Background: an optimization exercise with open tools, aiming at small area, a short achievable clock period and few clock cycles per item. Do not read the settings as production practice.
At most, simulation tests tie the RTL to the original design; equivalence was not proved.
For runs 1 and 3, only the layout was checked, not whether the RTL still works.
Power is estimated from default activity; no workload was simulated.

**flow/run.sh**
```bash
#!/bin/bash
# synth_recipe.tcl (not shown) runs the flow's synth.tcl, then flattens the netlist and writes it again
# the make line also repeats each setting of config.mk as NAME=value (left out here)
make -C /OpenROAD-flow-scripts/flow DESIGN_CONFIG=/design/flow/config.mk WORK_HOME=/design/flow/orfs CLKGATE_MAP_FILE= SYNTH_SCRIPT=/design/flow/synth_recipe.tcl finish
```
**flow/constraint.sdc**
```tcl
create_clock -name core_clock -period 4.0 [get_ports {clk}]
set_input_delay 0.8000 -clock core_clock [delete_from_list [all_inputs] [get_ports {clk}]]
set_output_delay 0.8000 -clock core_clock [all_outputs]
set_load 0.01 [all_outputs]
```
**flow/config.mk**
```make
export PLATFORM = sky130hd
export DESIGN_NAME = multiplier
export DESIGN_NICKNAME = multiplier
export VERILOG_FILES = /design/flow/design.v
export SDC_FILE = /design/flow/constraint.sdc
export NUM_CORES = 4
export LEC_CHECK = 0
export CAP_MARGIN = 20
export CORE_MARGIN = 2
export CORE_UTILIZATION = 40
export SLEW_MARGIN = 20
```
**flow/design.v**
```verilog
module multiplier(
  output [63:0] prod,
  output busy,
  input [31:0] mc,
  input [31:0] mp,
  input clk,
  input rst,
  input start);
reg [31:0] M, Q, S, C;
reg [7:0] Ls, Lc;
reg t, cl, busy_r;
reg [2:0] cnt;
reg [3:0] d_one, d_two, d_neg;
wire fin = busy_r & cnt[2];
wire it = busy_r & ~cnt[2];
function [11:0] dec;
  input [8:0] b;
  integer k;
  reg [3:0] o, w, n;
  begin
    for (k = 0; k < 4; k = k + 1) begin
      o[k] = b[2*k+1] ^ b[2*k];
      w[k] = (b[2*k+2] & ~b[2*k+1] & ~b[2*k]) | (~b[2*k+2] & b[2*k+1] & b[2*k]);
      n[k] = b[2*k+2] & ~(b[2*k+1] & b[2*k]);
    end
    dec = {n, w, o};
  end
endfunction
wire [11:0] decn = dec(start ? {mp[7:0], 1'b0} : Q[15:7]);
wire [31:0] Me = M;
wire [3:0] oe = d_one;
wire [3:0] we = d_two;
wire [3:0] ne = d_neg;
wire [31:0] Se = S;
wire [31:0] Ce = C;
wire te = t;
wire [32:0] Mx = {Me[31], Me};
wire [33:0] Mx2 = {Mx, 1'b0};
wire [32:0] x0 = ({33{oe[0]}} & Mx) | ({33{we[0]}} & Mx2[32:0]);
wire [32:0] p0 = x0 ^ {33{ne[0]}};
wire [33:0] pp0 = {~p0[32], p0};
wire [32:0] x1 = ({33{oe[1]}} & Mx) | ({33{we[1]}} & Mx2[32:0]);
wire [32:0] p1 = x1 ^ {33{ne[1]}};
wire [33:0] pp1 = {~p1[32], p1};
wire [32:0] x2 = ({33{oe[2]}} & Mx) | ({33{we[2]}} & Mx2[32:0]);
wire [32:0] p2 = x2 ^ {33{ne[2]}};
wire [33:0] pp2 = {~p2[32], p2};
wire [32:0] x3 = ({33{oe[3]}} & Mx) | ({33{we[3]}} & Mx2[32:0]);
wire [32:0] p3 = x3 ^ {33{ne[3]}};
wire [33:0] pp3 = {~p3[32], p3};
wire fs1 = Se[0] ^ Ce[0] ^ ne[0];
wire fc2 = (Se[0] & Ce[0]) | (ne[0] & (Se[0] ^ Ce[0]));
wire fs3 = Se[1] ^ Ce[1] ^ pp0[1];
wire fc4 = (Se[1] & Ce[1]) | (pp0[1] & (Se[1] ^ Ce[1]));
wire fs5 = Se[2] ^ Ce[2] ^ ne[1];
wire fc6 = (Se[2] & Ce[2]) | (ne[1] & (Se[2] ^ Ce[2]));
wire fs7 = pp0[2] ^ pp1[0] ^ fs5;
wire fc8 = (pp0[2] & pp1[0]) | (fs5 & (pp0[2] ^ pp1[0]));
wire fs9 = Se[3] ^ Ce[3] ^ pp0[3];
wire fc10 = (Se[3] & Ce[3]) | (pp0[3] & (Se[3] ^ Ce[3]));
wire fs11 = pp1[1] ^ fc6 ^ fs9;
wire fc12 = (pp1[1] & fc6) | (fs9 & (pp1[1] ^ fc6));
wire fs13 = Se[4] ^ Ce[4] ^ ne[2];
wire fc14 = (Se[4] & Ce[4]) | (ne[2] & (Se[4] ^ Ce[4]));
wire fs15 = pp0[4] ^ pp1[2] ^ pp2[0];
wire fc16 = (pp0[4] & pp1[2]) | (pp2[0] & (pp0[4] ^ pp1[2]));
wire fs17 = fs13 ^ fc10 ^ fs15;
wire fc18 = (fs13 & fc10) | (fs15 & (fs13 ^ fc10));
wire fs19 = Se[5] ^ Ce[5] ^ pp0[5];
wire fc20 = (Se[5] & Ce[5]) | (pp0[5] & (Se[5] ^ Ce[5]));
wire fs21 = pp1[3] ^ pp2[1] ^ fc14;
wire fc22 = (pp1[3] & pp2[1]) | (fc14 & (pp1[3] ^ pp2[1]));
wire fs23 = fc16 ^ fs19 ^ fs21;
wire fc24 = (fc16 & fs19) | (fs21 & (fc16 ^ fs19));
wire fs25 = Se[6] ^ Ce[6] ^ ne[3];
wire fc26 = (Se[6] & Ce[6]) | (ne[3] & (Se[6] ^ Ce[6]));
wire fs27 = pp0[6] ^ pp1[4] ^ pp2[2];
wire fc28 = (pp0[6] & pp1[4]) | (pp2[2] & (pp0[6] ^ pp1[4]));
wire fs29 = pp3[0] ^ fs25 ^ fc20;
wire fc30 = (pp3[0] & fs25) | (fc20 & (pp3[0] ^ fs25));
wire fs31 = fc22 ^ fs27 ^ fs29;
wire fc32 = (fc22 & fs27) | (fs29 & (fc22 ^ fs27));
wire fs33 = Se[7] ^ Ce[7] ^ pp0[7];
wire fc34 = (Se[7] & Ce[7]) | (pp0[7] & (Se[7] ^ Ce[7]));
wire fs35 = pp1[5] ^ pp2[3] ^ pp3[1];
wire fc36 = (pp1[5] & pp2[3]) | (pp3[1] & (pp1[5] ^ pp2[3]));
wire fs37 = fc26 ^ fc28 ^ fs33;
wire fc38 = (fc26 & fc28) | (fs33 & (fc26 ^ fc28));
wire fs39 = fs35 ^ fc30 ^ fs37;
wire fc40 = (fs35 & fc30) | (fs37 & (fs35 ^ fc30));
wire fs41 = Se[8] ^ Ce[8] ^ pp0[8];
wire fc42 = (Se[8] & Ce[8]) | (pp0[8] & (Se[8] ^ Ce[8]));
wire fs43 = pp1[6] ^ pp2[4] ^ pp3[2];
wire fc44 = (pp1[6] & pp2[4]) | (pp3[2] & (pp1[6] ^ pp2[4]));
wire fs45 = fc34 ^ fc36 ^ fs41;
wire fc46 = (fc34 & fc36) | (fs41 & (fc34 ^ fc36));
wire fs47 = fs43 ^ fc38 ^ fs45;
wire fc48 = (fs43 & fc38) | (fs45 & (fs43 ^ fc38));
wire fs49 = Se[9] ^ Ce[9] ^ pp0[9];
wire fc50 = (Se[9] & Ce[9]) | (pp0[9] & (Se[9] ^ Ce[9]));
wire fs51 = pp1[7] ^ pp2[5] ^ pp3[3];
wire fc52 = (pp1[7] & pp2[5]) | (pp3[3] & (pp1[7] ^ pp2[5]));
wire fs53 = fc42 ^ fc44 ^ fs49;
wire fc54 = (fc42 & fc44) | (fs49 & (fc42 ^ fc44));
wire fs55 = fs51 ^ fc46 ^ fs53;
wire fc56 = (fs51 & fc46) | (fs53 & (fs51 ^ fc46));
wire fs57 = Se[10] ^ Ce[10] ^ pp0[10];
wire fc58 = (Se[10] & Ce[10]) | (pp0[10] & (Se[10] ^ Ce[10]));
wire fs59 = pp1[8] ^ pp2[6] ^ pp3[4];
wire fc60 = (pp1[8] & pp2[6]) | (pp3[4] & (pp1[8] ^ pp2[6]));
wire fs61 = fc50 ^ fc52 ^ fs57;
wire fc62 = (fc50 & fc52) | (fs57 & (fc50 ^ fc52));
wire fs63 = fs59 ^ fc54 ^ fs61;
wire fc64 = (fs59 & fc54) | (fs61 & (fs59 ^ fc54));
wire fs65 = Se[11] ^ Ce[11] ^ pp0[11];
wire fc66 = (Se[11] & Ce[11]) | (pp0[11] & (Se[11] ^ Ce[11]));
wire fs67 = pp1[9] ^ pp2[7] ^ pp3[5];
wire fc68 = (pp1[9] & pp2[7]) | (pp3[5] & (pp1[9] ^ pp2[7]));
wire fs69 = fc58 ^ fc60 ^ fs65;
wire fc70 = (fc58 & fc60) | (fs65 & (fc58 ^ fc60));
wire fs71 = fs67 ^ fc62 ^ fs69;
wire fc72 = (fs67 & fc62) | (fs69 & (fs67 ^ fc62));
wire fs73 = Se[12] ^ Ce[12] ^ pp0[12];
wire fc74 = (Se[12] & Ce[12]) | (pp0[12] & (Se[12] ^ Ce[12]));
wire fs75 = pp1[10] ^ pp2[8] ^ pp3[6];
wire fc76 = (pp1[10] & pp2[8]) | (pp3[6] & (pp1[10] ^ pp2[8]));
wire fs77 = fc66 ^ fc68 ^ fs73;
wire fc78 = (fc66 & fc68) | (fs73 & (fc66 ^ fc68));
wire fs79 = fs75 ^ fc70 ^ fs77;
wire fc80 = (fs75 & fc70) | (fs77 & (fs75 ^ fc70));
wire fs81 = Se[13] ^ Ce[13] ^ pp0[13];
wire fc82 = (Se[13] & Ce[13]) | (pp0[13] & (Se[13] ^ Ce[13]));
wire fs83 = pp1[11] ^ pp2[9] ^ pp3[7];
wire fc84 = (pp1[11] & pp2[9]) | (pp3[7] & (pp1[11] ^ pp2[9]));
wire fs85 = fc74 ^ fc76 ^ fs81;
wire fc86 = (fc74 & fc76) | (fs81 & (fc74 ^ fc76));
wire fs87 = fs83 ^ fc78 ^ fs85;
wire fc88 = (fs83 & fc78) | (fs85 & (fs83 ^ fc78));
wire fs89 = Se[14] ^ Ce[14] ^ pp0[14];
wire fc90 = (Se[14] & Ce[14]) | (pp0[14] & (Se[14] ^ Ce[14]));
wire fs91 = pp1[12] ^ pp2[10] ^ pp3[8];
wire fc92 = (pp1[12] & pp2[10]) | (pp3[8] & (pp1[12] ^ pp2[10]));
wire fs93 = fc82 ^ fc84 ^ fs89;
wire fc94 = (fc82 & fc84) | (fs89 & (fc82 ^ fc84));
wire fs95 = fs91 ^ fc86 ^ fs93;
wire fc96 = (fs91 & fc86) | (fs93 & (fs91 ^ fc86));
wire fs97 = Se[15] ^ Ce[15] ^ pp0[15];
wire fc98 = (Se[15] & Ce[15]) | (pp0[15] & (Se[15] ^ Ce[15]));
wire fs99 = pp1[13] ^ pp2[11] ^ pp3[9];
wire fc100 = (pp1[13] & pp2[11]) | (pp3[9] & (pp1[13] ^ pp2[11]));
wire fs101 = fc90 ^ fc92 ^ fs97;
wire fc102 = (fc90 & fc92) | (fs97 & (fc90 ^ fc92));
wire fs103 = fs99 ^ fc94 ^ fs101;
wire fc104 = (fs99 & fc94) | (fs101 & (fs99 ^ fc94));
wire fs105 = Se[16] ^ Ce[16] ^ pp0[16];
wire fc106 = (Se[16] & Ce[16]) | (pp0[16] & (Se[16] ^ Ce[16]));
wire fs107 = pp1[14] ^ pp2[12] ^ pp3[10];
wire fc108 = (pp1[14] & pp2[12]) | (pp3[10] & (pp1[14] ^ pp2[12]));
wire fs109 = fc98 ^ fc100 ^ fs105;
wire fc110 = (fc98 & fc100) | (fs105 & (fc98 ^ fc100));
wire fs111 = fs107 ^ fc102 ^ fs109;
wire fc112 = (fs107 & fc102) | (fs109 & (fs107 ^ fc102));
wire fs113 = Se[17] ^ Ce[17] ^ pp0[17];
wire fc114 = (Se[17] & Ce[17]) | (pp0[17] & (Se[17] ^ Ce[17]));
wire fs115 = pp1[15] ^ pp2[13] ^ pp3[11];
wire fc116 = (pp1[15] & pp2[13]) | (pp3[11] & (pp1[15] ^ pp2[13]));
wire fs117 = fc106 ^ fc108 ^ fs113;
wire fc118 = (fc106 & fc108) | (fs113 & (fc106 ^ fc108));
wire fs119 = fs115 ^ fc110 ^ fs117;
wire fc120 = (fs115 & fc110) | (fs117 & (fs115 ^ fc110));
wire fs121 = Se[18] ^ Ce[18] ^ pp0[18];
wire fc122 = (Se[18] & Ce[18]) | (pp0[18] & (Se[18] ^ Ce[18]));
wire fs123 = pp1[16] ^ pp2[14] ^ pp3[12];
wire fc124 = (pp1[16] & pp2[14]) | (pp3[12] & (pp1[16] ^ pp2[14]));
wire fs125 = fc114 ^ fc116 ^ fs121;
wire fc126 = (fc114 & fc116) | (fs121 & (fc114 ^ fc116));
wire fs127 = fs123 ^ fc118 ^ fs125;
wire fc128 = (fs123 & fc118) | (fs125 & (fs123 ^ fc118));
wire fs129 = Se[19] ^ Ce[19] ^ pp0[19];
wire fc130 = (Se[19] & Ce[19]) | (pp0[19] & (Se[19] ^ Ce[19]));
wire fs131 = pp1[17] ^ pp2[15] ^ pp3[13];
wire fc132 = (pp1[17] & pp2[15]) | (pp3[13] & (pp1[17] ^ pp2[15]));
wire fs133 = fc122 ^ fc124 ^ fs129;
wire fc134 = (fc122 & fc124) | (fs129 & (fc122 ^ fc124));
wire fs135 = fs131 ^ fc126 ^ fs133;
wire fc136 = (fs131 & fc126) | (fs133 & (fs131 ^ fc126));
wire fs137 = Se[20] ^ Ce[20] ^ pp0[20];
wire fc138 = (Se[20] & Ce[20]) | (pp0[20] & (Se[20] ^ Ce[20]));
wire fs139 = pp1[18] ^ pp2[16] ^ pp3[14];
wire fc140 = (pp1[18] & pp2[16]) | (pp3[14] & (pp1[18] ^ pp2[16]));
wire fs141 = fc130 ^ fc132 ^ fs137;
wire fc142 = (fc130 & fc132) | (fs137 & (fc130 ^ fc132));
wire fs143 = fs139 ^ fc134 ^ fs141;
wire fc144 = (fs139 & fc134) | (fs141 & (fs139 ^ fc134));
wire fs145 = Se[21] ^ Ce[21] ^ pp0[21];
wire fc146 = (Se[21] & Ce[21]) | (pp0[21] & (Se[21] ^ Ce[21]));
wire fs147 = pp1[19] ^ pp2[17] ^ pp3[15];
wire fc148 = (pp1[19] & pp2[17]) | (pp3[15] & (pp1[19] ^ pp2[17]));
wire fs149 = fc138 ^ fc140 ^ fs145;
wire fc150 = (fc138 & fc140) | (fs145 & (fc138 ^ fc140));
wire fs151 = fs147 ^ fc142 ^ fs149;
wire fc152 = (fs147 & fc142) | (fs149 & (fs147 ^ fc142));
wire fs153 = Se[22] ^ Ce[22] ^ pp0[22];
wire fc154 = (Se[22] & Ce[22]) | (pp0[22] & (Se[22] ^ Ce[22]));
wire fs155 = pp1[20] ^ pp2[18] ^ pp3[16];
wire fc156 = (pp1[20] & pp2[18]) | (pp3[16] & (pp1[20] ^ pp2[18]));
wire fs157 = fc146 ^ fc148 ^ fs153;
wire fc158 = (fc146 & fc148) | (fs153 & (fc146 ^ fc148));
wire fs159 = fs155 ^ fc150 ^ fs157;
wire fc160 = (fs155 & fc150) | (fs157 & (fs155 ^ fc150));
wire fs161 = Se[23] ^ Ce[23] ^ pp0[23];
wire fc162 = (Se[23] & Ce[23]) | (pp0[23] & (Se[23] ^ Ce[23]));
wire fs163 = pp1[21] ^ pp2[19] ^ pp3[17];
wire fc164 = (pp1[21] & pp2[19]) | (pp3[17] & (pp1[21] ^ pp2[19]));
wire fs165 = fc154 ^ fc156 ^ fs161;
wire fc166 = (fc154 & fc156) | (fs161 & (fc154 ^ fc156));
wire fs167 = fs163 ^ fc158 ^ fs165;
wire fc168 = (fs163 & fc158) | (fs165 & (fs163 ^ fc158));
wire fs169 = Se[24] ^ Ce[24] ^ pp0[24];
wire fc170 = (Se[24] & Ce[24]) | (pp0[24] & (Se[24] ^ Ce[24]));
wire fs171 = pp1[22] ^ pp2[20] ^ pp3[18];
wire fc172 = (pp1[22] & pp2[20]) | (pp3[18] & (pp1[22] ^ pp2[20]));
wire fs173 = fc162 ^ fc164 ^ fs169;
wire fc174 = (fc162 & fc164) | (fs169 & (fc162 ^ fc164));
wire fs175 = fs171 ^ fc166 ^ fs173;
wire fc176 = (fs171 & fc166) | (fs173 & (fs171 ^ fc166));
wire fs177 = Se[25] ^ Ce[25] ^ pp0[25];
wire fc178 = (Se[25] & Ce[25]) | (pp0[25] & (Se[25] ^ Ce[25]));
wire fs179 = pp1[23] ^ pp2[21] ^ pp3[19];
wire fc180 = (pp1[23] & pp2[21]) | (pp3[19] & (pp1[23] ^ pp2[21]));
wire fs181 = fc170 ^ fc172 ^ fs177;
wire fc182 = (fc170 & fc172) | (fs177 & (fc170 ^ fc172));
wire fs183 = fs179 ^ fc174 ^ fs181;
wire fc184 = (fs179 & fc174) | (fs181 & (fs179 ^ fc174));
wire fs185 = Se[26] ^ Ce[26] ^ pp0[26];
wire fc186 = (Se[26] & Ce[26]) | (pp0[26] & (Se[26] ^ Ce[26]));
wire fs187 = pp1[24] ^ pp2[22] ^ pp3[20];
wire fc188 = (pp1[24] & pp2[22]) | (pp3[20] & (pp1[24] ^ pp2[22]));
wire fs189 = fc178 ^ fc180 ^ fs185;
wire fc190 = (fc178 & fc180) | (fs185 & (fc178 ^ fc180));
wire fs191 = fs187 ^ fc182 ^ fs189;
wire fc192 = (fs187 & fc182) | (fs189 & (fs187 ^ fc182));
wire fs193 = Se[27] ^ Ce[27] ^ pp0[27];
wire fc194 = (Se[27] & Ce[27]) | (pp0[27] & (Se[27] ^ Ce[27]));
wire fs195 = pp1[25] ^ pp2[23] ^ pp3[21];
wire fc196 = (pp1[25] & pp2[23]) | (pp3[21] & (pp1[25] ^ pp2[23]));
wire fs197 = fc186 ^ fc188 ^ fs193;
wire fc198 = (fc186 & fc188) | (fs193 & (fc186 ^ fc188));
wire fs199 = fs195 ^ fc190 ^ fs197;
wire fc200 = (fs195 & fc190) | (fs197 & (fs195 ^ fc190));
wire fs201 = Se[28] ^ Ce[28] ^ pp0[28];
wire fc202 = (Se[28] & Ce[28]) | (pp0[28] & (Se[28] ^ Ce[28]));
wire fs203 = pp1[26] ^ pp2[24] ^ pp3[22];
wire fc204 = (pp1[26] & pp2[24]) | (pp3[22] & (pp1[26] ^ pp2[24]));
wire fs205 = fc194 ^ fc196 ^ fs201;
wire fc206 = (fc194 & fc196) | (fs201 & (fc194 ^ fc196));
wire fs207 = fs203 ^ fc198 ^ fs205;
wire fc208 = (fs203 & fc198) | (fs205 & (fs203 ^ fc198));
wire fs209 = Se[29] ^ Ce[29] ^ pp0[29];
wire fc210 = (Se[29] & Ce[29]) | (pp0[29] & (Se[29] ^ Ce[29]));
wire fs211 = pp1[27] ^ pp2[25] ^ pp3[23];
wire fc212 = (pp1[27] & pp2[25]) | (pp3[23] & (pp1[27] ^ pp2[25]));
wire fs213 = fc202 ^ fc204 ^ fs209;
wire fc214 = (fc202 & fc204) | (fs209 & (fc202 ^ fc204));
wire fs215 = fs211 ^ fc206 ^ fs213;
wire fc216 = (fs211 & fc206) | (fs213 & (fs211 ^ fc206));
wire fs217 = Se[30] ^ Ce[30] ^ pp0[30];
wire fc218 = (Se[30] & Ce[30]) | (pp0[30] & (Se[30] ^ Ce[30]));
wire fs219 = pp1[28] ^ pp2[26] ^ pp3[24];
wire fc220 = (pp1[28] & pp2[26]) | (pp3[24] & (pp1[28] ^ pp2[26]));
wire fs221 = fc210 ^ fc212 ^ fs217;
wire fc222 = (fc210 & fc212) | (fs217 & (fc210 ^ fc212));
wire fs223 = fs219 ^ fc214 ^ fs221;
wire fc224 = (fs219 & fc214) | (fs221 & (fs219 ^ fc214));
wire fs225 = Se[31] ^ Ce[31] ^ pp0[31];
wire fc226 = (Se[31] & Ce[31]) | (pp0[31] & (Se[31] ^ Ce[31]));
wire fs227 = pp1[29] ^ pp2[27] ^ pp3[25];
wire fc228 = (pp1[29] & pp2[27]) | (pp3[25] & (pp1[29] ^ pp2[27]));
wire fs229 = fc218 ^ fc220 ^ fs225;
wire fc230 = (fc218 & fc220) | (fs225 & (fc218 ^ fc220));
wire fs231 = fs227 ^ fc222 ^ fs229;
wire fc232 = (fs227 & fc222) | (fs229 & (fs227 ^ fc222));
wire fs233 = ~te ^ pp0[32] ^ pp1[30];
wire fc234 = (~te & pp0[32]) | (pp1[30] & (~te ^ pp0[32]));
wire fs235 = pp2[28] ^ pp3[26] ^ fc226;
wire fc236 = (pp2[28] & pp3[26]) | (fc226 & (pp2[28] ^ pp3[26]));
wire fs237 = fc228 ^ fs233 ^ fc230;
wire fc238 = (fc228 & fs233) | (fc230 & (fc228 ^ fs233));
wire hs239 = fs235 ^ fc232;
wire hc240 = fs235 & fc232;
wire fs241 = te ^ pp0[33] ^ pp1[31];
wire fc242 = (te & pp0[33]) | (pp1[31] & (te ^ pp0[33]));
wire fs243 = pp2[29] ^ pp3[27] ^ fc234;
wire fc244 = (pp2[29] & pp3[27]) | (fc234 & (pp2[29] ^ pp3[27]));
wire fs245 = fs241 ^ fc236 ^ fs243;
wire fc246 = (fs241 & fc236) | (fs243 & (fs241 ^ fc236));
wire hs247 = fc238 ^ fs245;
wire hc248 = fc238 & fs245;
wire fs249 = 1'b1 ^ pp1[32] ^ pp2[30];
wire fc250 = (1'b1 & pp1[32]) | (pp2[30] & (1'b1 ^ pp1[32]));
wire fs251 = pp3[28] ^ fc242 ^ fs249;
wire fc252 = (pp3[28] & fc242) | (fs249 & (pp3[28] ^ fc242));
wire fs253 = fc244 ^ fs251 ^ fc246;
wire fc254 = (fc244 & fs251) | (fc246 & (fc244 ^ fs251));
wire fs255 = pp1[33] ^ pp2[31] ^ pp3[29];
wire fc256 = (pp1[33] & pp2[31]) | (pp3[29] & (pp1[33] ^ pp2[31]));
wire fs257 = fc250 ^ fs255 ^ fc252;
wire fc258 = (fc250 & fs255) | (fc252 & (fc250 ^ fs255));
wire fs259 = 1'b1 ^ pp2[32] ^ pp3[30];
wire fc260 = (1'b1 & pp2[32]) | (pp3[30] & (1'b1 ^ pp2[32]));
wire hs261 = fc256 ^ fs259;
wire hc262 = fc256 & fs259;
wire fs263 = pp2[33] ^ pp3[31] ^ fc260;
wire fc264 = (pp2[33] & pp3[31]) | (fc260 & (pp2[33] ^ pp3[31]));
wire hs265 = 1'b1 ^ pp3[32];
wire hc266 = 1'b1 & pp3[32];
wire [40:0] R0 = {1'b0, pp3[33], hs265, hc262, hs261, fs257, hc248, hc240, fs237, fc224, fc216, fc208, fc200, fc192, fc184, fc176, fc168, fc160, fc152, fc144, fc136, fc128, fc120, fc112, fc104, fc96, fc88, fc80, fc72, fc64, fc56, fc48, fc40, fc32, fc24, fc18, fc12, fc8, fc4, fc2, pp0[0]};
wire [40:0] R1 = {1'b0, hc266, fc264, fs263, fc258, fc254, fs253, hs247, hs239, fs231, fs223, fs215, fs207, fs199, fs191, fs183, fs175, fs167, fs159, fs151, fs143, fs135, fs127, fs119, fs111, fs103, fs95, fs87, fs79, fs71, fs63, fs55, fs47, fs39, fs31, fs23, fs17, fs11, fs7, fs3, fs1};
wire [40:0] Fx = {S, Ls, 1'b1} + {C, Lc, cl};
wire [39:0] F = Fx[40:1];
wire c8 = F[8] ^ S[0] ^ C[0];
always @(posedge clk) begin
  if (rst) busy_r <= 1'b0;
  else if (start) busy_r <= 1'b1;
  else if (fin) busy_r <= 1'b0;
  cnt <= start ? 3'd0 : cnt + 3'd1;
  if (start) M <= mc;
  if (start) Q <= mp;
  else if (busy_r) Q <= {F[7:0], Q[31:8]};
  d_one <= decn[3:0];
  d_two <= decn[7:4];
  d_neg <= decn[11:8];
  S <= it ? R0[39:8] : (F[39:8] & {32{~start}});
  C <= it ? R1[39:8] : 32'd0;
  t <= it ? (R0[40] | R1[40]) : 1'b1;
  Ls <= it ? R0[7:0] : 8'd0;
  Lc <= it ? R1[7:0] : 8'd0;
  cl <= it & c8;
end
assign busy = busy_r;
assign prod = {S, Q};
endmodule
```
==> impl_metrics.env, run 1 <==
export IMPL_clock_sinks=162
export IMPL_overflow=0
export IMPL_ff2ff_setup_slack_ps=920
export IMPL_area_growth_pct=16.6
export IMPL_synthTopCellsByArea="fa_1 20%, dfxtp_1 15%, edfxtp_1 15%, xnor2_1 9.5%, a22oi_1 7.2%"
export IMPL_p_leak_nw=5.94
export IMPL_syn_avg_cell_area_um2=9.84
export IMPL_cts_hold_buf=0
export IMPL_netlist_area_leader_share=0.197
export IMPL_final_common_cell="inv_1"
export IMPL_synth_xor_area_frac=0.108
export IMPL_grt_pass1_wl_um=59500
export IMPL_post_dp_cell_area_mm2=0.0146
export IMPL_grt_antenna_before_repair=0
export IMPL_grt_pass1_vias=10300
export IMPL_dp_cells=1815
export IMPL_finalNonFillerCells=1847
export IMPL_crit_path_end_kind="flip-flop"
export IMPL_synth_seq_area_share=0.298
export IMPL_synthSimpleGateAreaFrac=0.0778
export IMPL_critical_path_top_delay_family="adder cells"
export IMPL_clock_path_buffers=2
export IMPL_hold_class="flip-flop to flip-flop"
export IMPL_rr_endpoint="C[1]"
export IMPL_cp_max_fo=21
export IMPL_finClkSkew_ps=14.4
export IMPL_fmax_mhz=325
export IMPL_final_hold_viol_count=0
export IMPL_timing_final_crit_share=0.769
export IMPL_ant_nets=0
export IMPL_design_area_mm2=0.0152
export IMPL_netlist_area_mm2=0.0130
export IMPL_drtPass1Iterations=5
export IMPL_cts_resized_gates=0
export IMPL_row_count=66
export IMPL_status="timing/DRC/antenna clean"
export IMPL_critPathLaunchType="flip-flop"
export IMPL_globalplace_congestion=0.921
export IMPL_track_usage=0.234
export IMPL_vias=10000
export IMPL_hpwl_um=29900
export IMPL_cp_cell_sequence="buf_4 > a22oi_1 > xnor2_1 > fa_1 > inv_1 > fa_1 > fa_1 > nor2_1"
export IMPL_path_depth=8
export IMPL_yosysWarnings=1
export IMPL_rsz0062_at_grt="false"
export IMPL_num_io_pins=132
export IMPL_clkLatencyLatePin_ps=440
export IMPL_die_x_um=184
export IMPL_ys_ff_latch=162
export IMPL_routed_wl_um=38300
export IMPL_finalSetupViolations=0
export IMPL_fp_coreArea_mm2=0.0323
export IMPL_crit_type="flip-flop to flip-flop"
export IMPL_fp_dieH_um=184
export IMPL_n_antenna_cell=0
export IMPL_synth_compound_gate_area_share=0.170
export IMPL_htree_levels=4
export IMPL_endpoint="C[1]"
export IMPL_drc=0
export IMPL_cts_buffers=17
export IMPL_cts_root_buf="clkbuf_16"
export IMPL_viasPerCell=5.43
export IMPL_fin_crit_ps=3080
export IMPL_setup_tns_final_ps=0
export IMPL_power_mw=11.3
export IMPL_layout_common_cells="158 x inv_1, 141 x xnor2_1, 130 x clkdlybuf4s50_1"
export IMPL_yosysTopAreaCell="fa_1"
export IMPL_max_cap_viol_count=0
export IMPL_slew_headroom=0.362
export IMPL_cp_required_ps=4290
export IMPL_tightest_slew_ps=950
export IMPL_path_buf_inv=2
export IMPL_muxShareOfSynthArea=0.0211
export IMPL_slew_viol_final=0
export IMPL_syn_inst=1324
export IMPL_tritoncts="done"
export IMPL_critPathArrivalTime_ps=3360
export IMPL_post_drt_wl_per_cell_um=20.8
export IMPL_synthAdderAreaFrac=0.245
export IMPL_numPortBuffers=131
export IMPL_synth_ff_type="dfxtp_1"
export IMPL_cpPeakStageDelay_ps=670
export IMPL_crit_top_cell="fa_1"
export IMPL_synthArstFlopShare=0
export IMPL_postCtsSetupBuffers=0
export IMPL_cpMaxStageDelayCell="dfxtp_1"
export IMPL_drive_gt1_frac=0.0655
export IMPL_crit_start="d_one[2]"
export IMPL_reg2reg_from="d_one[2]"
export IMPL_nets=1637
export IMPL_ir_drop_v=0.000473
export IMPL_r2r_cells=8
export IMPL_p_per_area_mw_per_mm2=746
export IMPL_clk_pin_slew_ps=70
export IMPL_drt_initial_drc_count=710
export IMPL_synth_top_family_by_area="adder cells"
export IMPL_synth_cell_type_count=62
export IMPL_start_util=0.403
export IMPL_grt_max_degree=61
export IMPL_synth_fp_nets=1569
export IMPL_synth_edff_count=64
export IMPL_die_area_mm2=0.0340
[worst reg2reg max path, stage by stage, from the launching register on]
cell and delay (ps):
dfxtp_1 670, buf_4 380, a22oi_1 160, xnor2_1 170, fa_1 410, inv_1 100, fa_1 450, fa_1 520
nor2_1 60
[layout make-up]
| type | count | area [um2] |
|---|---|---|
| Clock buffer | 17 | 425 |
| Clock inverter | 15 | 136 |
| Fill cell | 3016 | 17100 |
| Inverter | 162 | 608 |
| Multi-Input combinational cell | 895 | 8100 |
| Sequential cell | 162 | 3890 |
| Tap cell | 442 | 553 |
| Timing Repair Buffer | 154 | 1480 |
[cells in the mapped netlist (3+ instances only)]
cell / instances
a21o_1: 16
o21bai_1: 5
mux2i_1: 5
o211ai_1: 8
and2_1: 19
dfxtp_1: 98
nand2_1: 52
a311oi_1: 3
o22ai_1: 20
clkbuf_2: 28
buf_2: 7
ha_1: 50
a22oi_1: 125
nor2b_1: 4
o21ai_0: 40
or3_1: 5
o32ai_1: 4
o31ai_1: 3
nor3_1: 13
mux2_2: 20
edfxtp_1: 64
clkbuf_1: 59
buf_1: 11
nor2_1: 74
o2111ai_1: 4
a31oi_1: 6
nand4_1: 15
nand3_1: 13
inv_2: 3
fa_1: 128
inv_1: 158
nand2b_1: 4
xor2_1: 20
a221oi_1: 3
a21oi_1: 47
o21a_1: 10
xnor2_1: 141
and3_1: 6
a211oi_1: 3
[per-stage QoR]
stage,utilization,setup WS (ps),hold WS [ps]
2_1_floorplan,-,674,390
3_3_place_gp,0.453,1000,398
3_5_place_dp,0.453,965,408
4_1_cts,0.470,949,419
5_1_grt,0.470,792,425
6_report,0.470,925,418
[sequential cells by signal (all words and copies together), names as in the netlist, 3 cells and up]
register	flops
C	32
M	32
Q	32
S	32
Lc	8
Ls	8
d_neg	4
d_one	4
d_two	4
cnt	3
[kinds of logic after synthesis]
family,after synthesis
compound gates,317
xor+xnor,161
mux,25
simple gates,214
buf+inv,267
flops,162
fa+ha+maj,178
[how the worst min path moves through the flow]
stage	startpoint	endpoint	slack, ps	cells after the start
CTS	cnt[0]	cnt[0]	420	1
detailed placement	cnt[0]	cnt[0]	410	1
finish	cnt[0]	cnt[0]	420	1
global placement	cnt[0]	cnt[0]	400	1
global route	cnt[0]	cnt[0]	420	1
floorplan	cnt[0]	cnt[0]	390	1
[layer usage]
layer  vias to the layer above  routed length (um)  share of wire  GRT usage
li1                       4640                   -              -          -
met1                      5046               16100           0.42      0.299
met2                       293               19900           0.52      0.420
met3                        45                1620          0.042     0.0255
met4                         0                 725          0.019     0.0614
met5                         -                   0              0          0
[power breakdown]
group | total (mW) | internal [mW] | switching, mW | leakage [nW]
Combinational | 7.04 | 3.13 | 3.92 | 4.22
Clock | 1.64 | 0.826 | 0.816 | 0.277
Sequential | 2.64 | 2.16 | 0.482 | 1.45
Total | 11.3 | 6.11 | 5.22 | 5.94
==> run 2: changes to the inputs <==
--- a/flow/design.v
+++ b/flow/design.v
@@ -10,8 +10,8 @@
 reg [7:0] Ls, Lc;
 reg t, cl, busy_r;
-reg [2:0] cnt;
+reg [1:0] cnt;
 reg [3:0] d_one, d_two, d_neg;
-wire fin = busy_r & cnt[2];
-wire it = busy_r & ~cnt[2];
+wire fin = busy_r & (cnt == 2'd3);
+wire it = busy_r;
 function [11:0] dec;
   input [8:0] b;
@@ -324,19 +324,21 @@
   else if (start) busy_r <= 1'b1;
   else if (fin) busy_r <= 1'b0;
-  cnt <= start ? 3'd0 : cnt + 3'd1;
+  cnt <= start ? 2'd0 : cnt + 2'd1;
   if (start) M <= mc;
   if (start) Q <= mp;
-  else if (busy_r) Q <= {F[7:0], Q[31:8]};
+  else if (it) Q <= {F[7:0], Q[31:8]};
   d_one <= decn[3:0];
   d_two <= decn[7:4];
   d_neg <= decn[11:8];
-  S <= it ? R0[39:8] : (F[39:8] & {32{~start}});
-  C <= it ? R1[39:8] : 32'd0;
-  t <= it ? (R0[40] | R1[40]) : 1'b1;
-  Ls <= it ? R0[7:0] : 8'd0;
-  Lc <= it ? R1[7:0] : 8'd0;
-  cl <= it & c8;
+  if (start | it) begin
+    S <= R0[39:8] & {32{~start}};
+    C <= R1[39:8] & {32{~start}};
+    t <= R0[40] | R1[40] | start;
+    Ls <= R0[7:0] & {8{~start}};
+    Lc <= R1[7:0] & {8{~start}};
+    cl <= c8 & ~start;
+  end
 end
 assign busy = busy_r;
-assign prod = {S, Q};
+assign prod = {F, Q[31:8]};
 endmodule
==> run 2 against run 1 <==
Now fails the layout checks on setup timing. Via count down 4.9%. Sequential cell count fell by 9. Setup slack got worse by 950 ps. Clock power hardly changed. Core utilization rose by 1.8 points. Total power grew 50%. Design area grew 5.2%. Highest routed layer unchanged. Synthesized area rose by 2.2%. Die area is 2.2% higher. Critical path depth grew 4. Sequential share of layout area increased by 2.2 points.
==> impl_metrics.env, run 2 <==
export IMPL_status="finished with violations"
export IMPL_violations="setup timing"
export IMPL_drt_initial_drc_count=831
export IMPL_netlist_area_mm2=0.0133
export IMPL_track_usage=0.204
export IMPL_crit_type="flip-flop to primary output"
export IMPL_fin_crit_ps=4030
export IMPL_syn_inst=1226
export IMPL_synth_seq_area_share=0.334
export IMPL_nFillCells=3053
export IMPL_syn_avg_cell_area_um2=10.9
export IMPL_viasPerCell=5.36
export IMPL_grt_pass1_wl_um=55400
export IMPL_grt_antenna_before_repair=0
export IMPL_top_regs="C x32, M x32, S x31"
export IMPL_synthArstFlopShare=0
export IMPL_yosysTopAreaCell="edfxtp_1"
export IMPL_clock_path_buffers=2
export IMPL_max_cap_viol_count=0
export IMPL_numPortBuffers=131
export IMPL_drc=0
export IMPL_n_antenna_cell=0
export IMPL_p_leak_nw=6.28
export IMPL_setup_slack_ps=-26.8
export IMPL_hold_class="flip-flop to flip-flop"
export IMPL_hold_ws_ps=425
export IMPL_p_per_area_mw_per_mm2=1060
export IMPL_die_area_mm2=0.0348
export IMPL_ir_drop_v=0.000326
export IMPL_grt_max_degree=57
export IMPL_cp_max_fo=5
export IMPL_r2r_cells=9
export IMPL_ff2ff_setup_slack_ps=700
export IMPL_finClkSkew_ps=9.73
export IMPL_ys_ff_latch=153
export IMPL_fp_dieH_um=186
export IMPL_hpwl_um=26700
export IMPL_final_hold_viol_count=0
export IMPL_synthTopCellsByArea="edfxtp_1 31%, fa_1 19%, a22oi_1 7.1%, xnor2_1 6.4%, xor2_1 4.9%"
export IMPL_cp_required_ps=3200
export IMPL_drtPass1Iterations=5
export IMPL_area_growth_pct=20.0
export IMPL_layout_common_cells="138 x edfxtp_1, 127 x fa_1, 126 x a22oi_1"
export IMPL_globalplace_congestion=0.840
export IMPL_fp_coreArea_mm2=0.0327
export IMPL_die_x_um=186
export IMPL_tightest_slew_ps=650
export IMPL_clkLatencyLatePin_ps=440
export IMPL_netlist_top_cells_count="138 x edfxtp_1, 128 x fa_1, 126 x a22oi_1, 102 x inv_1, 97 x xnor2_1"
export IMPL_worstHoldPathCells=1
export IMPL_hold_start="cnt[0]"
export IMPL_fin_util=0.488
export IMPL_power_mw=16.9
export IMPL_final_common_cell="edfxtp_1"
export IMPL_synth_edff_count=138
export IMPL_htree_levels=4
export IMPL_yosysWarnings=1
export IMPL_hold_end="cnt[0]"
export IMPL_critPathArrivalTime_ps=3230
export IMPL_yosysMostFrequentCell="edfxtp_1"
export IMPL_cts_buffers=17
export IMPL_num_io_pins=132
export IMPL_rsz0062_at_grt="true"
export IMPL_synth_cell_type_count=66
export IMPL_nets=1567
export IMPL_drive_gt1_frac=0.145
export IMPL_synth_fp_nets=1471
export IMPL_clk_pin_slew_ps=70
export IMPL_clock_sinks=153
export IMPL_post_drt_wl_per_cell_um=19.8
export IMPL_start_util=0.407
export IMPL_cts_root_buf="clkbuf_16"
export IMPL_crit_path_end_kind="primary output"
export IMPL_overflow=0
export IMPL_critPathLaunchType="flip-flop"
export IMPL_tritoncts="done"
export IMPL_setup_tns_final_ps=-65.0
export IMPL_routed_wl_um=35200
export IMPL_rr_endpoint="C[24]"
export IMPL_slew_headroom=0.566
export IMPL_dp_worst_setup_slack_ps=61.9
export IMPL_ant_nets=0
export IMPL_row_count=66
export IMPL_cts_hold_buf=0
export IMPL_netlist_area_leader_share=0.311
export IMPL_grt_pass1_vias=9593
export IMPL_vias=9533
export IMPL_timing_final_crit_share=1.01
export IMPL_reg2reg_from="d_neg[3]"
export IMPL_finalSetupViolations=3
export IMPL_fmax_mhz=248
export IMPL_slew_viol_final=0
export IMPL_synth_ff_type="edfxtp_1"
## run 2: cell types whose count changed after synthesis, moves of 15 or more
cell / before / now
edfxtp_1: 64 / 138
o21ai_0: 40 / 25
nand2_1: 52 / 33
xnor2_1: 141 / 97
nor2b_1: 4 / 20
dfxtp_1: 98 / 15
and2_1: 19 / 3
o22ai_1: 20 / 1
xor2_1: 20 / 74
buf_4: 0 / 24
inv_1: 158 / 102
nor2_1: 74 / 90
## run 2: stage by stage
step	instances	cell area, um2
CTS	1768	15800
global placement	1712	14900
detailed placement	1712	14900
global route	1777	16000
floorplan	1226	13300
finish	1777	16000
## run 2: timing repair
action | CTS | global route
setup buffers | 24 | 9
setup endpoints to repair | 23 | 22
pin swaps | 14 | 16
gates resized for setup | 58 | 42
## run 2: cells by family (layout without fill, tap and decap cells)
group	Yosys count	after routing	share of synthesized area
AOI/OAI and AO/OA	273	273	0.147
xor gates and xnor gates	171	171	0.112
adders and majority gates	178	178	0.239
buffers and inverters	227	336	0.0740
DFF	153	153	0.334
muxes	33	33	0.0271
and+or+nand+nor	191	191	0.0661
## run 2: how the worst max path moves through the flow
stage	start	endpoint
2_1_floorplan	start	C[0]
3_3_place_gp	S[9]	prod[55]
3_5_place_dp	S[0]	prod[61]
4_1_cts	Ls[1]	prod[61]
5_1_grt	C[12]	prod[63]
6_report	S[13]	prod[63]
## run 2: layer usage
metal / routed length [um] / part of all wire / up-vias / global-route usage
met1: 16700 / 0.48 / 4835 / 0.301
met2: 16000 / 0.45 / 275 / 0.307
met3: 1800 / 0.051 / 40 / 0.0382
met4: 690 / 0.020 / 0 / 0.0549
li1: - / - / 4383 / -
met5: 0 / 0 / - / 0
## run 2: critical path, cell delays in order (launching register included)
cell and delay [ps]:
edfxtp_1 410, ha_2 420, nand4_1 210, nor4_2 370, a22oi_1 150, a31oi_2 210, buf_4 170, o21ai_4 70
a21oi_4 180, buf_6 130, nor4b_4 40, a311o_1 270, buf_2 140
## run 2: layout make-up
type | count | area (um2) | area share
sequential | 153 | 4450 | 0.278
clock inverter | 15 | 165 | 0.0103
inverter | 104 | 390 | 0.0244
clock buffer | 17 | 425 | 0.0266
tap | 442 | 553 | 0.0346
multi-input combinational | 846 | 8200 | 0.513
timing repair buffer | 200 | 1800 | 0.113
## run 2: power breakdown
part           leakage, nW  internal, mW  switching, mW
Combinational         4.44          5.60           6.50
Sequential            1.55          2.68          0.509
Clock                0.290         0.933          0.717
Total                 6.28          9.22           7.72
Testbench counts of run 2, summed over its fixed seeds: cycles 16,000, items 3,200.
==> run 3: changes to the inputs <==
==> flow/design.v (replaced) <==
module multiplier(
							output [63:0] prod,
							output busy,
							input [31:0] mc, 
							input [31:0] mp,
							input clk,
							input rst,
							input start);
reg [31:0] A, Q, M;
reg Q_1;
reg [5:0] count;
wire [32:0] sum, difference;
always @(posedge clk)
begin
   if (rst) begin
      count <= 6'd32;
   end
   else if (start) begin
      A <= 32'b0;      
      M <= mc;
      Q <= mp;
      Q_1 <= 1'b0;      
      count <= 6'b0;
   end
   else if(busy) begin
      case ({Q[0], Q_1})
         2'b0_1 : {A, Q, Q_1} <= {sum, Q};
         2'b1_0 : {A, Q, Q_1} <= {difference, Q};
         default: {A, Q, Q_1} <= {A[31], A, Q};
      endcase
      count <= count + 1;
   end
end
alu adder (sum, {A[31], A}, {M[31], M}, 1'b0);
alu subtracter (difference, {A[31], A}, ~{M[31], M}, 1'b1);
assign busy = (count <32);
assign prod = {A, Q};
endmodule
module alu(out, a, b, cin);
output [32:0] out;
input [32:0] a;
input [32:0] b;
input cin;
assign out = a + b + cin;
endmodule
==> run 3 against run 2 <==
The run now finishes clean. Clock power fell by 41%. Register-to-register slack worse by 40 ps. Synthesized cell count shrank 29%. Setup slack improved by 690 ps. Global-route usage grew 0.52 points. Synthesized area decreased by 39%. Clock-buffer cell count shrank 8. Sequential cell count decreased by 50. Via count decreased by 27%. Core utilization grew 0.78 points. Worst hold slack better by 80 ps. Critical endpoint is now A[27].
==> impl_metrics.env, run 3 <==
export IMPL_n_antenna_cell=0
export IMPL_fp_coreArea_mm2=0.0202
export IMPL_yosysMostFrequentCell="edfxtp_1"
export IMPL_critPathLaunchType="flip-flop"
export IMPL_synth_edff_count=97
export IMPL_netlist_area_leader_share=0.357
export IMPL_htree_levels=3
export IMPL_max_cap_viol_count=0
export IMPL_fp_dieH_um=147
export IMPL_hold_class="flip-flop to flip-flop"
export IMPL_tritoncts="done"
export IMPL_grt_pass1_vias=6878
export IMPL_final_hold_viol_count=0
export IMPL_status="timing/DRC/antenna clean"
export IMPL_cts_root_buf="clkbuf_16"
export IMPL_cp_required_ps=4120
export IMPL_ir_drop_v=0.000210
export IMPL_numPortBuffers=131
export IMPL_timing_final_crit_share=0.834
export IMPL_hpwl_um=16500
export IMPL_grt_antenna_before_repair=0
export IMPL_rsz0062_at_grt="false"
export IMPL_fin_util=0.496
export IMPL_cp_max_fo=12
export IMPL_p_per_area_mw_per_mm2=356
export IMPL_post_dp_cell_area_mm2=0.00968
export IMPL_clock_sinks=103
export IMPL_routed_wl_um=22500
export IMPL_dp_worst_setup_slack_ps=691
export IMPL_slew_viol_final=0
export IMPL_ys_ff_latch=103
export IMPL_netlist_top_cells_count="97 x edfxtp_1, 77 x nor2_1, 73 x inv_1, 71 x a21oi_1, 67 x ha_1"
export IMPL_die_x_um=147
export IMPL_critPathArrivalTime_ps=3450
export IMPL_layout_common_cells="130 x clkdlybuf4s50_1, 97 x edfxtp_1, 76 x nor2_1"
export IMPL_cts_buffers=9
export IMPL_setup_tns_final_ps=0
export IMPL_hold_start="count[4]"
export IMPL_vias=6956
export IMPL_synth_ff_type="edfxtp_1"
export IMPL_die_area_mm2=0.0216
export IMPL_clk_pin_slew_ps=90
export IMPL_synthArstFlopShare=0
export IMPL_row_count=52
export IMPL_start_util=0.405
export IMPL_reg2reg_from="A[9]"
export IMPL_drtPass1Iterations=5
export IMPL_yosysWarnings=1
export IMPL_overflow=0
export IMPL_crit_type="flip-flop to flip-flop"
export IMPL_track_usage=0.209
export IMPL_drive_gt1_frac=0.0946
export IMPL_synth_seq_area_share=0.371
export IMPL_synth_cell_type_count=85
export IMPL_ant_nets=0
export IMPL_top_regs="A x32, M x32, Q x32"
export IMPL_netlist_area_mm2=0.00817
export IMPL_synthTopCellsByArea="edfxtp_1 36%, ha_1 10%, a21oi_1 4.3%, xnor2_1 4.3%, mux2_2 4.3%"
export IMPL_drc=0
export IMPL_finClkSkew_ps=14.2
export IMPL_globalplace_congestion=0.897
export IMPL_clkLatencyLatePin_ps=380
export IMPL_nets=1104
export IMPL_syn_inst=865
export IMPL_fin_crit_ps=3340
export IMPL_setup_slack_ps=665
export IMPL_cts_hold_buf=0
export IMPL_cts_resized_gates=0
export IMPL_postCtsSetupBuffers=0
export IMPL_post_drt_wl_per_cell_um=18.1
export IMPL_final_common_cell="clkdlybuf4s50_1"
export IMPL_grt_max_degree=62
export IMPL_crit_start="A[9]"
export IMPL_grt_pass1_wl_um=36500
export IMPL_clock_path_buffers=2
export IMPL_syn_avg_cell_area_um2=9.45
export IMPL_drt_initial_drc_count=510
export IMPL_p_leak_nw=3.81
export IMPL_tightest_slew_ps=769
export IMPL_viasPerCell=5.60
export IMPL_area_growth_pct=22.5
export IMPL_fmax_mhz=300
export IMPL_slew_headroom=0.488
export IMPL_finalSetupViolations=0
export IMPL_crit_path_end_kind="flip-flop"
export IMPL_synth_fp_nets=1001
export IMPL_num_io_pins=132
export IMPL_design_area_mm2=0.0100
export IMPL_yosysTopAreaCell="edfxtp_1"
-- run 3: cell types whose count changed after synthesis, sizes merged, moves of 23 or more --
| cell | before | now |
|---|---|---|
| a21oi | 42 | 73 |
| fa | 128 | 2 |
| clkbuf | 86 | 30 |
| a221oi | 0 | 23 |
| a22oi | 126 | 2 |
| xor2 | 74 | 8 |
| edfxtp | 138 | 97 |
| inv | 102 | 74 |
| nor3 | 7 | 37 |
| xnor2 | 97 | 40 |
-- run 3: layout make-up --
type,count,area (um2)
timing repair buffer,141,1380
clock buffer,9,225
clock inverter,7,104
sequential,103,3030
fill,1950,10200
inverter,77,289
tap,270,338
multi-input combinational,636,4640
-- run 3: cells by family (layout without fill, tap and decap cells) --
logic type      count (synthesis)  in the layout  share of synthesized area
simple gates                  256            256                      0.155
fa+ha+maj                      69             69                      0.108
flops                         103            103                      0.371
xor+xnor                       48             48                     0.0515
compound gates                226            226                      0.201
mux                            37             37                     0.0508
buf+inv                       126            234                     0.0632
-- run 3: metal layers --
| layer | up-vias | global-route usage | share of wire |
|---|---|---|---|
| met5 | - | 0 | 0 |
| met4 | 0 | 0.0519 | 0.012 |
| met3 | 20 | 0.0444 | 0.056 |
| met2 | 191 | 0.338 | 0.46 |
| met1 | 3366 | 0.287 | 0.47 |
| li1 | 3379 | - | - |
-- run 3: worst max-delay path, stage by stage, from the launching register on --
cell and delay (ps):
edfxtp_1 440, ha_1 470, nor2b_1 360, o311ai_0 180
a21oi_1 180, a21oi_2 130, o311ai_4 390, a211oi_4 150
o31a_1 320, o41ai_1 340, nand3_1 100
-- run 3: per-stage QoR --
stage | total power [mW] | hold slack (ps) | instances
finish | 3.56 | 504 | 1243
global route | 3.75 | 525 | 1243
CTS | 3.59 | 506 | 1243
detailed placement | 2.59 | 478 | 1227
global placement | 2.59 | 464 | 1227
floorplan | 2.21 | 447 | 865
-- run 3: final timing paths --
check / endpoint / slack, ps / cells after the start
min: count[5] / 500 / 2
max reg2reg: A[27] / 660 / 10
min reg2reg: count[5] / 500 / 2
max: A[27] / 660 / 10
-- run 3: power breakdown --
group / internal [mW] / switching [mW]
Combinational: 0.540 / 0.709
Sequential: 1.28 / 0.0586
Clock: 0.465 / 0.513

static timing again, ports no longer ideal:
The flow's constraints put no driver on any port. The routed layouts listed below were extracted and timed again, unchanged, in two steps. Step 1 assumes that a clkbuf_16 drives the clock port and a buf_2 every other input. Step 2 moves the port delays by t, midway between the first and last clock arrival at a register: inputs arrive t later, outputs are due t later. That takes back most of the time a late clock gives input paths. a / b / c = ideal ports / drivers / drivers and shift; a / b = the first two.
run | shift t [ns] | setup slack, ns | worst hold slack (ns) | worst setup path at the end | cell pins on the clock port's net
run 1 | 0.486 | 0.925 / 0.925 / 0.925 | 0.418 / 0.418 / 0.418 | register to register | 1
run 2 | 0.482 | -0.027 / -0.076 / 0.407 | 0.425 / 0.425 / 0.425 | register to output | 1
run 3 | 0.415 | 0.665 / 0.665 / 0.665 | 0.504 / 0.504 / 0.504 | register to register | 1
